This design comes from an exercise in tuning for small area, a short achievable clock period and few clock cycles on the open sky130 flow, not from production work.
Function was not checked in any run shown here: the RTL went through the layout flow alone.
Power is estimated from default activity; no workload was simulated.

### design/flow/run.sh
#!/bin/bash
# synth_recipe.tcl (not shown) runs the flow's synth.tcl, then flattens the netlist and writes it again
# the make line also repeats each setting of config.mk as NAME=value (left out here)
make -C /OpenROAD-flow-scripts/flow DESIGN_CONFIG=/design/flow/config.mk WORK_HOME=/design/flow/orfs CLKGATE_MAP_FILE= SYNTH_SCRIPT=/design/flow/synth_recipe.tcl finish
### design/flow/config.mk
export PLATFORM = sky130hd
export DESIGN_NAME = rle
export DESIGN_NICKNAME = rle
export VERILOG_FILES = /design/flow/design.v
export SDC_FILE = /design/flow/constraint.sdc
export NUM_CORES = 4
export LEC_CHECK = 0
export CAP_MARGIN = 20
export CORE_MARGIN = 2
export CORE_UTILIZATION = 40
export PLACE_DENSITY = 0.6
export SLEW_MARGIN = 20
### design/flow/constraint.sdc
create_clock -name core_clock -period 4.0 [get_ports {clk}]
set_input_delay 0.8000 -clock core_clock [delete_from_list [all_inputs] [get_ports {clk}]]
set_output_delay 0.8000 -clock core_clock [all_outputs]
set_load 0.01 [all_outputs]
### design/flow/design.v
module rle (
	clk,
	nreset,
	start,
	message_addr,
	message_size,
	rle_addr,
	rle_size,
	done,
	port_A_data_in,
	port_A_data_out,
	port_A_addr,
	port_A_we
	);
input	clk;
input	nreset;
input	start;
input 	[31:0] message_addr;
input	[31:0] message_size;
input	[31:0] rle_addr;
input   [31:0] port_A_data_out;
output  [31:0] port_A_data_in;
output  [15:0] port_A_addr;
output  port_A_we;
output	[31:0] rle_size;
output	done;
localparam RUN = 2'd0, FIN = 2'd1, FIN2 = 2'd2;
reg        busy, done_r, we_r;
reg [1:0]  ph;
reg [13:0] A;             
reg [13:0] O;             
reg        rdv;           
reg        allin;         
reg        rlast;         
reg [5:0]  wleft;         
reg [31:0] W;
reg [3:0]  b;             
reg [3:1]  s;             
reg [3:1]  m;             
reg        Wv, last, first, half;
reg [1:0]  pos;
reg [7:0]  val, cnt, runs;
reg [15:0] lo;
wire [1:0] vb = message_size[1:0];      
wire go_start = start & ~busy;
assign port_A_we      = we_r;
assign port_A_addr    = {A, 2'b00};
assign port_A_data_in = {val, cnt, lo};
assign rle_size       = {23'b0, runs, 1'b0};
assign done           = done_r;
function [2:0] nxt;
	input [1:0] p;
	input [3:1] st;
	begin
		case (p)
			2'd0: nxt = st[1] ? 3'd1 : st[2] ? 3'd2 : st[3] ? 3'd3 : 3'd4;
			2'd1: nxt = st[2] ? 3'd2 : st[3] ? 3'd3 : 3'd4;
			2'd2: nxt = st[3] ? 3'd3 : 3'd4;
			default: nxt = 3'd4;
		endcase
	end
endfunction
wire [3:0] mm   = {m, 1'b0};
wire [2:0] q    = nxt(pos, s);
wire       cons = q[2] | mm[q[1:0]];
wire [2:0] q2   = nxt(q[1:0], s);
wire       cons2 = q2[2] | mm[q2[1:0]];    
wire [2:0] seglen = q - {1'b0, pos};
wire       bp   = b[pos];
wire       nr   = bp | first;
wire       emit = bp & ~first;
wire [7:0] byt  = W[{pos, 3'b000} +: 8];
wire run = busy & (ph == RUN);
wire go  = run & Wv;
wire [31:0] d = port_A_data_out;
wire [3:0] bl;
assign bl[0] = d[7:0]   != W[31:24];
assign bl[1] = d[15:8]  != d[7:0];
assign bl[2] = d[23:16] != d[15:8];
assign bl[3] = d[31:24] != d[23:16];
wire [3:1] ml;
assign ml[1] = rlast & (vb == 2'd1);
assign ml[2] = rlast & (vb == 2'd1 || vb == 2'd2);
assign ml[3] = rlast & (vb != 2'd0);
wire single_l = ~|bl[3:1];
wire land = busy & rdv;
wire free1 = land ? single_l : (go & ~cons) ? cons2 : 1'b1;
wire issue = run & ~we_r & ~allin & free1;
reg        Wv_n, first_n, half_n, busy_n, en_n;
reg [1:0]  ph_n;
always @(*) begin
	Wv_n = Wv; first_n = first; half_n = half;
	ph_n = ph; busy_n = busy; en_n = 1'b0;
	if (busy) begin
		case (ph)
			RUN: begin
				if (go) begin
					first_n = 1'b0;
					if (emit) half_n = ~half;
					if (cons) begin
						Wv_n = 1'b0;
						if (last) ph_n = FIN;
					end else
						en_n = 1'b1;
				end
				if (land) begin
					Wv_n = 1'b1;
					en_n = bl[0] & ~first_n;
				end
			end
			FIN: begin
				if (half) begin
					busy_n = 1'b0;
				end else begin
					half_n = 1'b1;
					ph_n = FIN2;
				end
			end
			default: busy_n = 1'b0;
		endcase
	end
	if (go_start) begin
		busy_n = 1'b1; ph_n = RUN; Wv_n = 1'b0; first_n = 1'b1; half_n = 1'b0;
	end
end
wire we_n = busy_n & ((ph_n == RUN) ? (en_n & half_n) :
                      (ph_n == FIN) ? half_n : 1'b1);
wire [13:0] inc = A + 14'd1;
wire [13:0] pr  = we_r ? O : (issue ? inc : A);
wire [13:0] pw  = we_r ? inc : O;
always @(posedge clk or negedge nreset) begin
	if (!nreset) begin
		busy <= 1'b0;
		done_r <= 1'b0;
		we_r <= 1'b0;
		ph <= RUN;
		rdv <= 1'b0;
		Wv <= 1'b0;
		first <= 1'b1;
		half <= 1'b0;
	end else begin
		busy <= busy_n;
		we_r <= we_n;
		ph <= ph_n;
		Wv <= Wv_n;
		first <= first_n;
		half <= half_n;
		rdv <= issue;
		if (go_start)
			done_r <= 1'b0;
		else if (busy & ~busy_n)
			done_r <= 1'b1;
	end
end
always @(posedge clk) begin
	if (go_start) begin
		A <= message_addr[15:2];
		O <= rle_addr[15:2];
		wleft <= message_size[7:2] - {5'd0, (vb == 2'd0)};
		allin <= 1'b0;
		runs <= 8'd0;
	end else begin
		A <= we_n ? pw : pr;
		O <= we_n ? pr : pw;
		if (issue) begin
			wleft <= wleft - 6'd1;
			rlast <= (wleft == 6'd0);
			if (wleft == 6'd0) allin <= 1'b1;
		end
		if (go) begin
			if (cons) last <= 1'b0;
			else pos <= q[1:0];
			if (nr) begin
				val <= byt;
				cnt <= {5'd0, seglen};
			end else
				cnt <= cnt + {5'd0, seglen};
			if (emit) begin
				runs <= runs + 8'd1;
				if (!half) lo <= {val, cnt};
			end
		end
		if (land) begin
			W <= d;
			b <= bl;
			s <= bl[3:1] | ml;
			m <= ml;
			last <= rlast;
			pos <= 2'd0;
		end
		if (busy && ph == FIN) begin
			runs <= runs + 8'd1;
			if (!half) begin
				lo <= {val, cnt};
				val <= 8'd0;
				cnt <= 8'd0;
			end
		end
	end
end
endmodule
==> run summary, run 1 <==
WL final=17200 um; Clk pwr share=21.2%; Hold WS=0.479 ns; relative slew slack=51.6%; Design Area, Final=9310 sq um; CP startpoint kind=flip-flop; Seq cells post-synth=130; CTS Root Cell=clkbuf_16; vias in the first global route=5436; top cells by area, synth=edfxtp_1 (35%), dfxtp_1 (10%), xnor2_1 (4.7%); leak pwr=3.57 nW; met3 usage=3.11%; Synth Instances=678; Critical path origin=pos[1]; crit path time final=3.46 ns; worst r2r src=pos[1]; post-synthesis sequential area ratio=48.1%; utilization after layout=52.0%; Worst IR Drop VDD=0.377 mV; fin nets=949; HPWL after DPL=12300 um; period utilization=86.4%; Die Ht=139 um; DIE AREA=19200 sq um; post_cts resized=0; Sw Pwr=3.12 mW; Clock Sinks=130; Async S/R FF share, synth=6.92%; worst r2r path cells=7; most common cell after layout, fill and taps aside=clkdlybuf4s50_1; initial antenna violation count=0; first-pass iteration count of the detailed router=5; area of the mapped netlist=7260 sq um; first-pass GRT wire length=27900 um; status=finished clean; ys flop type=edfxtp_1; setup bufs post-CTS=0; Synth top area share=34.8%; Worst Setup Path Type=flip-flop to flip-flop; r2r setup slk=0.54 ns; unrepaired setup endpoints after global routing=false; number of core rows=49; placed cells=1014; port bufs=126; PD cells=863 nW/um^2; post-place setup slack=0.140 ns; Netlist cell types=71; Post-synth EDFFs=84; Worst Hold End=allin; Max Fanout on Critical Path=15; htree depth=4; layout cell share with drive strength beyond 1=10.6%; Worst Path Required=4.31 ns; post-placement cell area=8660 sq um; Die Wd=139 um; Hold Path Origin=allin; average wire per standard cell=16.5 um; initial core utilization=40.5%; Comb power frac=46.2%; met1 GRT Util=24.0%; Hold Path Class=flip-flop to flip-flop; most frequent cells in the layout=clkdlybuf4s50_1 (126), edfxtp_1 (84), nor2_1 (73); final cell count without fillers=1046; aggregate global-route resource usage=17.9%; initial DRC count=449; GRT busiest layer=met2; final hold violations=0; Power Internal=4.92 mW; CTS max path bufs=2; io pins=213; Max Cap Violations=0; Setup violations, final=0; Pwr Total=8.03 mW; RR Endpoint=A[10]; vias=5519; Max Transition Viols Final=0; largest net degree at the start of global routing=47; Worst-Margin Slew=0.722 ns; DR vias/cell=5.28; area leader, netlist=edfxtp_1; gpl congestion=0.823; Peak Freq=0.289 GHz; area growth from synthesis to layout=28.2%; Setup TNS Final=0 ns; Hold Path Depth=1; mean post-synth cell area=10.7 sq um; YS warnings=1; worst clock skew=0.0109 ns; final worst slack=0.543 ns; Critical Path Sink Type=flip-flop; clock latency (worst-skew pair)=0.42 ns; Critical Path AT=3.76 ns; GRT overflow=0; CTS tree=built; sw frac=38.8%; grt met2 use=29.1%; Reg power frac=32.6%; drt drc=0; Post-CTS Hold Fix Bufs=0; number of routed nets with antenna violations=0; Core Region=17900 sq um; ant diodes=0; clock buffer count from CTS=17; clk slew on worst S/H paths=0.06 ns
[cells by family after synthesis]
kind of cell,synth area share (%)
adders and majority gates,2.62
and+or+nand+nor,14.2
other,0.0517
buffers and inverters,6.09
AOI/OAI and AO/OA,12.2
muxes,7.36
xor gates and xnor gates,9.41
DFF,48.1
[worst max-delay path by stage]
stage,to,slack [ns],depth (start not counted)
finish,A[10],0.54,7
global route,A[10],0.33,7
CTS,A[10],0.52,7
detailed placement,A[10],0.14,8
global placement,A[8],0.21,8
floorplan,cnt[7],0.70,15
[Yosys cell counts, types with 2 or more instances]
| master | count |
|---|---|
| a211oi_1 | 15 |
| a21oi_1 | 17 |
| a221o_1 | 3 |
| a22oi_1 | 20 |
| a22oi_2 | 7 |
| a31oi_1 | 3 |
| and2_1 | 6 |
| and3_1 | 4 |
| and3b_1 | 3 |
| buf_1 | 7 |
| buf_2 | 6 |
| buf_4 | 29 |
| buf_6 | 2 |
| clkbuf_1 | 14 |
| dfrtp_1 | 8 |
| dfxtp_1 | 37 |
| edfxtp_1 | 84 |
| fa_1 | 2 |
| ha_1 | 12 |
| inv_1 | 22 |
| mux2_4 | 2 |
| mux2i_1 | 29 |
| mux4_2 | 9 |
| nand2_1 | 46 |
| nand3_1 | 14 |
| nand4_1 | 8 |
| nor2_1 | 74 |
| nor2b_1 | 3 |
| nor3_1 | 15 |
| nor3_2 | 2 |
| nor3b_1 | 4 |
| nor3b_2 | 2 |
| nor4_1 | 5 |
| nor4bb_1 | 2 |
| o211ai_1 | 2 |
| o21ai_0 | 24 |
| o21ai_1 | 13 |
| o22ai_1 | 2 |
| o31ai_1 | 6 |
| or2_2 | 5 |
| or3_1 | 4 |
| xnor2_1 | 39 |
| xor2_1 | 39 |
[layout make-up]
cell class / instances / area, sq um
Clock buffer: 17 / 425
Clock inverter: 15 / 216
Fill cell: 1576 / 8600
Inverter: 24 / 92.6
Multi-Input combinational cell: 491 / 3430
Sequential cell: 130 / 3490
Tap cell: 229 / 287
Timing Repair Buffer: 140 / 1370
[worst max-delay path, cell delays in order (launching register included)]
cell and delay [ns]:
edfxtp_1 0.57, nand2b_4 0.22, mux2_4 0.31, a211o_1 0.36
a32o_2 0.32, o31ai_4 0.66, nand2_1 0.51, o31ai_1 0.39
[power groups by stage]
stage               clock (mW)  combinational (mW)  sequential [mW]
floorplan                    0                2.45             2.62
global placement             0                3.56             2.61
detailed placement           0                3.70             2.64
CTS                       1.73                3.74             2.62
global route              1.79                4.08             2.69
finish                    1.70                3.71             2.62
[layer usage]
metal | vias to the layer above | wire length, um
li1 | 2655 | -
met3 | 31 | 636
met4 | 0 | 329
met2 | 148 | 8380
met5 | - | 0
met1 | 2685 | 7860
==> inputs of run 2 (changes only) <==
--- a/design/flow/config.mk
+++ b/design/flow/config.mk
@@ -5,6 +5,7 @@
 export SDC_FILE = /design/flow/constraint.sdc
 export NUM_CORES = 4
 export LEC_CHECK = 0
+export ABC_AREA = 1
 export CAP_MARGIN = 20
 export CORE_MARGIN = 2
 export CORE_UTILIZATION = 40
==> run 2 against run 1 <==
  * Still clean on timing, DRC and antenna
  * Sequential cell count is the same
  * Total power grew 4.9%
  * Global-route usage grew 0.62 points
  * Fmax grew 0.73%
  * Non-clock buffer count shrank 2
  * Sequential power shrank 2%
  * Synthesized area grew 5.3%
  * Design area grew 3.4%
  * Core utilization shrank 0.52 points
  * Count of clock-buffer cells in the layout is the same
  * Critical path type unchanged
==> run summary, run 2 <==
most frequent cells in the layout=nand2_1 (258), clkdlybuf4s50_1 (126), inv_1 (107); most common cell after layout, fill and taps aside=nand2_1; Design Area, Final=9630 sq um; placed cells=1278; Critical Path Sink Type=flip-flop; area growth from synthesis to layout=25.9%; CP startpoint kind=flip-flop; aggregate global-route resource usage=18.5%; utilization after layout=51.5%; initial core utilization=40.9%; first-pass GRT wire length=29800 um; period utilization=85.8%; Core Region=18700 sq um; initial DRC count=270; average wire per standard cell=13.8 um; top cells by area, synth=edfxtp_1 (33%), nand2_1 (13%), dfxtp_1 (9.7%); Die Wd=142 um; mux cell area share after synthesis=0.131%; drt drc=0; number of core rows=50; fin nets=1208; post-place setup slack=0.590 ns; post-placement cell area=9020 sq um; final hold violations=0; WL final=18000 um; Max Transition Viols Final=0; ant diodes=0; Pwr Total=8.42 mW; area share of fa/ha/maj cells after synthesis=2.49%; gpl congestion=0.852; post_cts resized=0; crit path time final=3.43 ns; Critical Path AT=3.60 ns; Worst-Margin Slew=0.754 ns; Netlist cell types=55; Setup TNS Final=0 ns; clock latency (worst-skew pair)=0.43 ns; unrepaired setup endpoints after global routing=false; io pins=213; htree depth=4; Worst Setup Path Type=flip-flop to flip-flop; Clock Sinks=130; mean post-synth cell area=8.16 sq um; layout cell share with drive strength beyond 1=8.46%; Die Ht=142 um; ys flop type=edfxtp_1; number of routed nets with antenna violations=0; largest family of logic cells by synthesized area=simple AND/OR/NAND/NOR gates; top cells by count, synth=nand2_1 (259), inv_1 (107), edfxtp_1 (84); relative slew slack=49.7%; Worst Path Required=4.17 ns; HPWL after DPL=13000 um; Post-synth EDFFs=84; status=finished clean; Post-Synth XOR/XNOR Area=4.93%; initial antenna violation count=0; GRT overflow=0; Synth top area share=33.0%; Seq cells post-synth=130; Synth Instances=937; Setup violations, final=0; first-pass iteration count of the detailed router=5; DIE AREA=20200 sq um; Worst IR Drop VDD=0.469 mV; CTS Root Cell=clkbuf_16; Async S/R FF share, synth=6.92%; CTS max path bufs=2; simple-gate share of the synthesized area=26.5%; vias=6357; final worst slack=0.568 ns; Max Fanout on Critical Path=10; CTS tree=built; post-synthesis sequential area ratio=45.7%; Synth Area in Compound Gates=9.86%; Post-CTS Hold Fix Bufs=0; Hold WS=0.477 ns; leak pwr=4.11 nW; clk slew on worst S/H paths=0.06 ns; YS warnings=1; largest net degree at the start of global routing=47; port bufs=126; clock buffer count from CTS=17; setup bufs post-CTS=0; area of the mapped netlist=7640 sq um; count leader, synth=nand2_1; Peak Freq=0.291 GHz; final cell count without fillers=1310; area leader, netlist=edfxtp_1; vias in the first global route=6131; worst clock skew=0.0132 ns; Hold Path Class=flip-flop to flip-flop; Max Cap Violations=0; PD cells=875 nW/um^2; fillers=1771; DR vias/cell=4.85
==> run 2: critical path, cell delays in order (launching register included) <==
cell      delay [ns]
edfxtp_1        0.46
inv_2           0.18
nor2_4          0.10
nand2_2         0.13
nand2_1         0.08
nor2_2          0.17
ha_1            0.16
inv_1           0.05
fa_1            0.51
inv_1           0.07
fa_1            0.42
o21bai_1        0.19
nand2_1         0.07
nor3_1          0.27
nand2_1         0.12
o21ai_0         0.17
a21oi_1         0.05
==> run 2: metal layers <==
layer / global-route usage [%] / up-vias / part of all wire, % / wire [um]
li1: - / 3309 / - / -
met1: 24.4 / 2882 / 47 / 8540
met2: 30.3 / 149 / 47 / 8550
met3: 3.97 / 17 / 4.2 / 763
met4: 5.89 / 0 / 1.1 / 197
met5: 0 / - / 0 / 0
==> run 2: path summary, 6_finish.rpt <==
path	end	startpoint	cells after the start	slack, ns
min in group asynchronous	half	nreset	1	0.70
max reg2reg	cnt[6]	pos[1]	16	0.57
max in group asynchronous	first	nreset	1	2.97
min reg2reg	allin	allin	2	0.48
max	cnt[6]	pos[1]	16	0.57
min	allin	allin	2	0.48
==> run 2: cells by family (layout without fill, tap and decap cells) <==
family,count (synthesis),count (layout)
simple gates,451,451
buf+inv,171,285
flops,130,130
compound gates,126,126
xor+xnor,43,43
fa+ha+maj,14,14
other cells,1,26
mux,1,1
==> run 2: where the power goes <==
part	internal, mW	total, mW	switching [mW]
combinational	1.69	4.26	2.57
sequential	2.17	2.58	0.411
clock	0.983	1.59	0.606
total	4.84	8.42	3.58
==> run 2: final cells by class <==
class / instances / area (sq um) / share of cell area [%]
clock buffer: 17 / 425 / 4.42
clock inverter: 15 / 183 / 1.90
inverter: 115 / 432 / 4.48
multi-input combinational: 661 / 3450 / 35.9
sequential: 130 / 3490 / 36.3
tap: 234 / 293 / 3.04
timing repair buffer: 138 / 1350 / 14.0
==> inputs of run 3 (changes only) <==
--- a/design/flow/config.mk
+++ b/design/flow/config.mk
@@ -5,9 +5,9 @@
 export SDC_FILE = /design/flow/constraint.sdc
 export NUM_CORES = 4
 export LEC_CHECK = 0
-export ABC_AREA = 1
 export CAP_MARGIN = 20
 export CORE_MARGIN = 2
 export CORE_UTILIZATION = 40
 export PLACE_DENSITY = 0.6
+export SETUP_SLACK_MARGIN = 1.5
 export SLEW_MARGIN = 20
==> run 3 against run 2 <==
  * Still clean on timing, DRC and antenna
  * Wire length up 4.3%
  * Worst setup slack better by 0.37 ns
  * Register-to-register slack better by 0.37 ns
  * Sequential power grew 2%
  * Sequential share of layout area fell by 1.7 points
  * Total power up 6.7%
  * Sequential cell count stayed put
  * First-iteration DRC count up 1.9%
  * Synthesized cell count down 28%
  * Clock power shrank 8%
  * Clock skew decreased by 0.0020 ns
  * Count of clock-buffer cells in the layout up 1
  * Critical endpoint is now cnt[7]
  * Largest cell class is now multi-input combinational cells
==> run summary, run 3 <==
crit path time final=3.06 ns; area of the mapped netlist=7260 sq um; number of core rows=49; Max Fanout on Critical Path=4; most frequent cells in the layout=clkdlybuf4s50_1 (104), edfxtp_1 (84), nor2_1 (70); io pins=213; Sw Pwr=3.57 mW; GRT overflow=0; post-placement cell area=8700 sq um; Crit path max-delay family=adder cells; DR vias/cell=5.27; initial DRC count=275; Seq cells post-synth=130; Worst path max stage delay=0.52 ns; DIE AREA=19200 sq um; gpl congestion=0.772; first-pass iteration count of the detailed router=5; ys flop type=edfxtp_1; Worst-Margin Slew=0.750 ns; multi-input logic area=3780 sq um; fillers=1534; Hold Path Class=flip-flop to flip-flop; area leader, netlist=edfxtp_1; post-place setup slack=0.115 ns; Synth Instances=678; critical path's slowest cell=fa_2; Setup TNS Final=0 ns; clock buffer count from CTS=17; met2 routed WL=9400 um; period utilization=76.5%; Post-synth EDFFs=84; YS warnings=1; final hold violations=0; Critical Path AT=3.24 ns; CTS tree=built; Worst Path Required=4.17 ns; met3 routed WL=767 um; CP startpoint kind=flip-flop; Synth top area share=34.8%; Worst IR Drop VDD=0.439 mV; crit path buf inv count=1; htree depth=4; Die Wd=139 um; final worst slack=0.938 ns; number of routed nets with antenna violations=0; Critical Path Sink Type=flip-flop; Die Ht=139 um; Core Region=17900 sq um; sw frac=39.7%; port bufs=126; Async S/R FF share, synth=6.92%; mean post-synth cell area=10.7 sq um; PD cells=891 nW/um^2; count leader, synth=edfxtp_1; status=finished clean; CTS max path bufs=2; Design Area, Final=10100 sq um; Post-CTS Hold Fix Bufs=0; unrepaired setup endpoints after global routing=true; Most Frequent Cell on Critical Path=nor2_1; Peak Freq=0.327 GHz; top cells by count, synth=edfxtp_1 (84), nor2_1 (74), nand2_1 (46); average wire per standard cell=17.2 um; Max Transition Viols Final=0; Setup violations, final=0; Clock Sinks=130; CTS Root Cell=clkbuf_16; initial core utilization=40.5%; DR top layer=met4; vias in the first global route=5788; post-synthesis sequential area ratio=48.1%; Netlist cell types=71; Reg power frac=29.3%; first-pass GRT wire length=29600 um; drt drc=0; aggregate global-route resource usage=19.1%; Max Cap Violations=0; leak pwr=3.93 nW; crit-path cells=nand2b_4 > buf_4 > a211oi_4 > fa_2 > ha_1 > a21o_1 > a21oi_1 > nor2_1 > and3_1 > nand3_1 > xor2_1 > nor2_1; HPWL after DPL=12500 um; worst clock skew=0.0112 ns; area growth from synthesis to layout=39.1%; Worst Setup Path Type=flip-flop to flip-flop; Clk pwr share=16.4%; Comb power frac=54.4%; sequential cell area=3490 sq um; clock latency (worst-skew pair)=0.42 ns; vias=5763; layout cell share with drive strength beyond 1=21.0%; Pwr Total=8.99 mW; Power Internal=5.42 mW; most common cell after layout, fill and taps aside=clkdlybuf4s50_1; ant diodes=0; top cells by area, synth=edfxtp_1 (35%), dfxtp_1 (10%), xnor2_1 (4.7%); clk slew on worst S/H paths=0.06 ns; fin nets=997; relative slew slack=49.7%; wl on met1=8430 um; WL final=18800 um; largest net degree at the start of global routing=47; initial antenna violation count=0
run 3: cell types whose count changed in the layout (fill, tap and decap cells not counted), sizes merged, moves of 16 or more:
cell,delta
xor2,+21
a21oi,-28
nand3,-72
mux2i,+28
nor2,+17
dlygate4sd2,+17
inv,-87
nand4,-16
nand2,-225
buf,+47
clkdlybuf4s50,-22
run 3: kinds of logic (layout without fill, tap and decap cells):
group,count (synthesis),after routing,synth area share (%)
xor+xnor,78,78,9.41
compound gates,126,126,12.2
other cells,1,26,0.0517
buf+inv,82,244,6.09
flops,130,130,48.1
fa+ha+maj,14,14,2.62
mux,41,41,7.36
simple gates,206,206,14.2
run 3: final timing paths:
kind	startpoint	end	slack [ns]	cells after the start
max	pos[1]	cnt[7]	0.94	12
min	allin	allin	0.49	1
max reg2reg	pos[1]	cnt[7]	0.94	12
min reg2reg	allin	allin	0.49	1
max in group asynchronous	nreset	busy	2.96	1
min in group asynchronous	nreset	done_r	0.69	1
run 3: layout make-up:
| cell class | instances | share of cell area (%) |
|---|---|---|
| Multi-Input combinational cell | 491 | 37.5 |
| Clock buffer | 18 | 4.25 |
| Tap cell | 229 | 2.84 |
| Clock inverter | 14 | 1.28 |
| Timing Repair Buffer | 186 | 18.3 |
| Inverter | 24 | 1.09 |
| Timing Repair inverter | 2 | 0.186 |
| Sequential cell | 130 | 34.6 |
run 3: metrics by stage:
step                utilization, %  hold slack (ns)  cells
finish                        56.4            0.494   1094
CTS                           54.5            0.486   1080
detailed placement            48.6            0.471   1015
global placement              48.6            0.459   1015
global route                  56.4            0.515   1094
floorplan                        -            0.443    703
run 3: layer usage:
layer / track usage (%) / vias up
met2: 31.7 / 148
li1: - / 2756
met5: 0 / -
met3: 3.80 / 18
met4: 5.85 / 0
met1: 25.3 / 2841
run 3: repair_timing:
item / 4_1_cts / 5_1_grt
setup endpoints to repair: 74 / 74
gates cloned: 1 / 2
resized for setup: 73 / 52
pin swaps: 15 / 35
setup buffers: 32 / 12
run 3: worst register-to-register path: stages, from the launching register on:
cell and delay, ns:
edfxtp_1 0.50, nand2b_4 0.22, buf_4 0.15, a211oi_4 0.26
fa_2 0.52, ha_1 0.32, a21o_1 0.17, a21oi_1 0.12
nor2_1 0.06, and3_1 0.20, nand3_1 0.09, xor2_1 0.14
nor2_1 0.06
run 3: power by group through the flow:
| stage | logic, mW | clock network (mW) | registers [mW] |
|---|---|---|---|
| 2_1_floorplan | 2.51 | 0 | 2.62 |
| 3_3_place_gp | 3.62 | 0 | 2.61 |
| 3_5_place_dp | 3.77 | 0 | 2.64 |
| 4_1_cts | 4.35 | 1.50 | 2.63 |
| 5_1_grt | 5.28 | 1.56 | 2.71 |
| 6_report | 4.89 | 1.47 | 2.63 |
==> inputs of run 4 (changes only) <==
--- a/design/flow/config.mk
+++ b/design/flow/config.mk
@@ -9,5 +9,5 @@
 export CORE_MARGIN = 2
 export CORE_UTILIZATION = 40
 export PLACE_DENSITY = 0.6
-export SETUP_SLACK_MARGIN = 1.5
+export SETUP_SLACK_MARGIN = 2.0
 export SLEW_MARGIN = 20
==> run 4 against run 3 <==
  * Synthesized cell count is the same
  * Combinational power shrank 3%
  * Count of clock-buffer cells in the layout is the same
  * Final cell count grew 0.91%
  * Non-clock buffer count grew 10
==> run summary, run 4 <==
gpl congestion=0.836; crit path time final=3.12 ns; Synth Instances=678; DR vias/cell=5.29; final hold violations=0; Synth top area share=34.8%; Worst Path Required=4.17 ns; Setup TNS Final=0 ns; Hold Path Class=flip-flop to flip-flop; Sw Pwr=3.52 mW; CTS max path bufs=2; initial DRC count=439; vias=5844; average wire per standard cell=17.0 um; unrepaired setup endpoints after global routing=true; post-synthesis sequential area ratio=48.1%; Core Region=17900 sq um; Netlist cell types=71; number of core rows=49; CP startpoint kind=flip-flop; Clk pwr share=19.2%; area of the mapped netlist=7260 sq um; fin nets=1007; WL final=18700 um; Peak Freq=0.321 GHz; post-placement cell area=8740 sq um; Max Cap Violations=0; top cells by area, synth=edfxtp_1 (35%), dfxtp_1 (10%), xnor2_1 (4.7%); relative slew slack=46.1%; CTS Root Cell=clkbuf_16; sw frac=38.9%; Async S/R FF share, synth=6.92%; clock buffer count from CTS=17; Worst IR Drop VDD=0.493 mV; period utilization=78.0%; DIE AREA=19200 sq um; worst clock skew=0.0102 ns; count leader, synth=edfxtp_1; CTS tree=built; first-pass GRT wire length=29800 um; largest net degree at the start of global routing=47; initial core utilization=40.5%; Reg power frac=28.6%; mean post-synth cell area=10.7 sq um; Worst-Margin Slew=0.804 ns; layout cell share with drive strength beyond 1=24.7%; Design Area, Final=10300 sq um; Die Wd=139 um; number of routed nets with antenna violations=0; port bufs=126; clk slew on worst S/H paths=0.06 ns; first-pass iteration count of the detailed router=6; YS warnings=1; Comb power frac=52.2%; top cells by count, synth=edfxtp_1 (84), nor2_1 (74), nand2_1 (46); ys flop type=edfxtp_1; Hold WS=0.481 ns; PD cells=877 nW/um^2; most frequent cells in the layout=edfxtp_1 (84), nor2_1 (67), dlygate4sd2_1 (58); ant diodes=0; clock latency (worst-skew pair)=0.42 ns; Die Ht=139 um; Power Internal=5.53 mW; leak pwr=4.29 nW; Worst Setup Path Type=flip-flop to flip-flop; Critical Path AT=3.29 ns; Critical Path Sink Type=flip-flop; most common cell after layout, fill and taps aside=edfxtp_1; io pins=213; Setup violations, final=0; Clock Sinks=130; initial antenna violation count=0; Seq cells post-synth=130; GRT overflow=0; Max Transition Viols Final=0; Post-synth EDFFs=84; Max Fanout on Critical Path=5; HPWL after DPL=12400 um; vias in the first global route=5825; aggregate global-route resource usage=19.2%; area growth from synthesis to layout=42.3%; htree depth=4; drt drc=0; area leader, netlist=edfxtp_1; status=finished clean
-- run 4: cell families after synthesis --
family          count (synthesis)  share of synthesized area (%)
buf+inv                        82                           6.09
other cells                     1                         0.0517
flops                         130                           48.1
mux                            41                           7.36
fa+ha+maj                      14                           2.62
compound gates                126                           12.2
xor+xnor                       78                           9.41
simple gates                  206                           14.2
-- run 4: path summary, 6_finish.rpt --
path                       startpoint      to  slack, ns  cells past startpoint
setup reg to reg               pos[0]  cnt[5]       0.88                     13
setup / recovery               pos[0]  cnt[5]       0.88                     13
max in group asynchronous      nreset    we_r       2.94                      1
hold reg to reg                 allin   allin       0.48                      1
min in group asynchronous      nreset    half       0.71                      1
hold / removal                  allin   allin       0.48                      1
-- run 4: worst max-delay path, stage by stage (launching register included) --
cell and delay [ns]:
edfxtp_1 0.55, nor3b_4 0.38, a31oi_4 0.08, ha_4 0.20, inv_2 0.05, fa_2 0.49, ha_4 0.26, a21o_1 0.18
a21oi_2 0.14, nor2_2 0.06, and3_4 0.19, buf_6 0.11, xnor2_2 0.11, nor2_1 0.05
-- run 4: per-stage QoR --
step	worst slack, ns	std cells	power (mW)	util (%)
2_1_floorplan	0.980	703	5.20	-
5_1_grt	0.791	1104	9.60	57.7
3_3_place_gp	0.243	1012	6.28	48.8
6_report	0.882	1104	9.05	57.7
3_5_place_dp	0.189	1012	6.45	48.8
4_1_cts	0.993	1090	8.70	55.7
-- run 4: power groups by stage --
stage,Clock (mW),Sequential [mW],Combinational [mW]
6_report,1.74,2.59,4.73
4_1_cts,1.75,2.59,4.35
3_5_place_dp,0,2.64,3.81
5_1_grt,1.82,2.68,5.11
2_1_floorplan,0,2.62,2.58
3_3_place_gp,0,2.61,3.67
-- run 4: metal layers --
layer | vias to the layer above | GRT usage, % | share of wire [%]
met5 | - | 0 | 0
met4 | 0 | 6.01 | 1.6
met3 | 21 | 4.25 | 4.8
met2 | 178 | 31.9 | 50
met1 | 2876 | 25.1 | 44
li1 | 2769 | - | -
-- run 4: timing repair --
| action | in CTS | in global routing |
|---|---|---|
| pin swaps | 31 | 34 |
| endpoints found under the setup margin | 160 | 112 |
| buffers inserted | 42 | 14 |
| hold buffers | 0 | 0 |
| resized for setup | 140 | 58 |
| endpoints found under the hold margin | 0 | 0 |
| gates cloned | 4 | 0 |
-- run 4: area by class of cell --
type,count,area [sq um]
Clock buffer,18,429
Clock inverter,14,225
Fill cell,1504,7570
Inverter,24,105
Multi-Input combinational cell,491,3820
Sequential cell,130,3510
Tap cell,229,287
Timing Repair Buffer,196,1940
Timing Repair inverter,2,15.0

[afterwards: timing with drivers on the ports]
Ports are ideal in the flow. The routed layouts listed here were re-timed in OpenROAD.
Step 1 assumes that a clkbuf_16 drives the clock port and a buf_2 every other input.
Step 2 times the ports against the registers' clock, not the clock port: input delays grow and output delays shrink by t, the midpoint of the rising clock arrivals with the driver on.
a / b / c = ideal ports / drivers / drivers and shift; a / b = the first two.
run	t (ns)	setup slack, ns	worst data-port slew with drivers (ns)
run 1	0.455	0.543 / 0.543 / 0.123	0.06
run 2	0.461	0.568 / 0.568 / 0.568	0.05
run 3	0.458	0.938 / 0.938 / 0.810	0.05
run 4	0.460	0.882 / 0.882 / 0.862	0.04
After both steps every run listed still meets setup and hold. For run 1, which loses most, drivers alone change the setup slack by 0.000 ns; drivers and shift together by -0.420 ns.
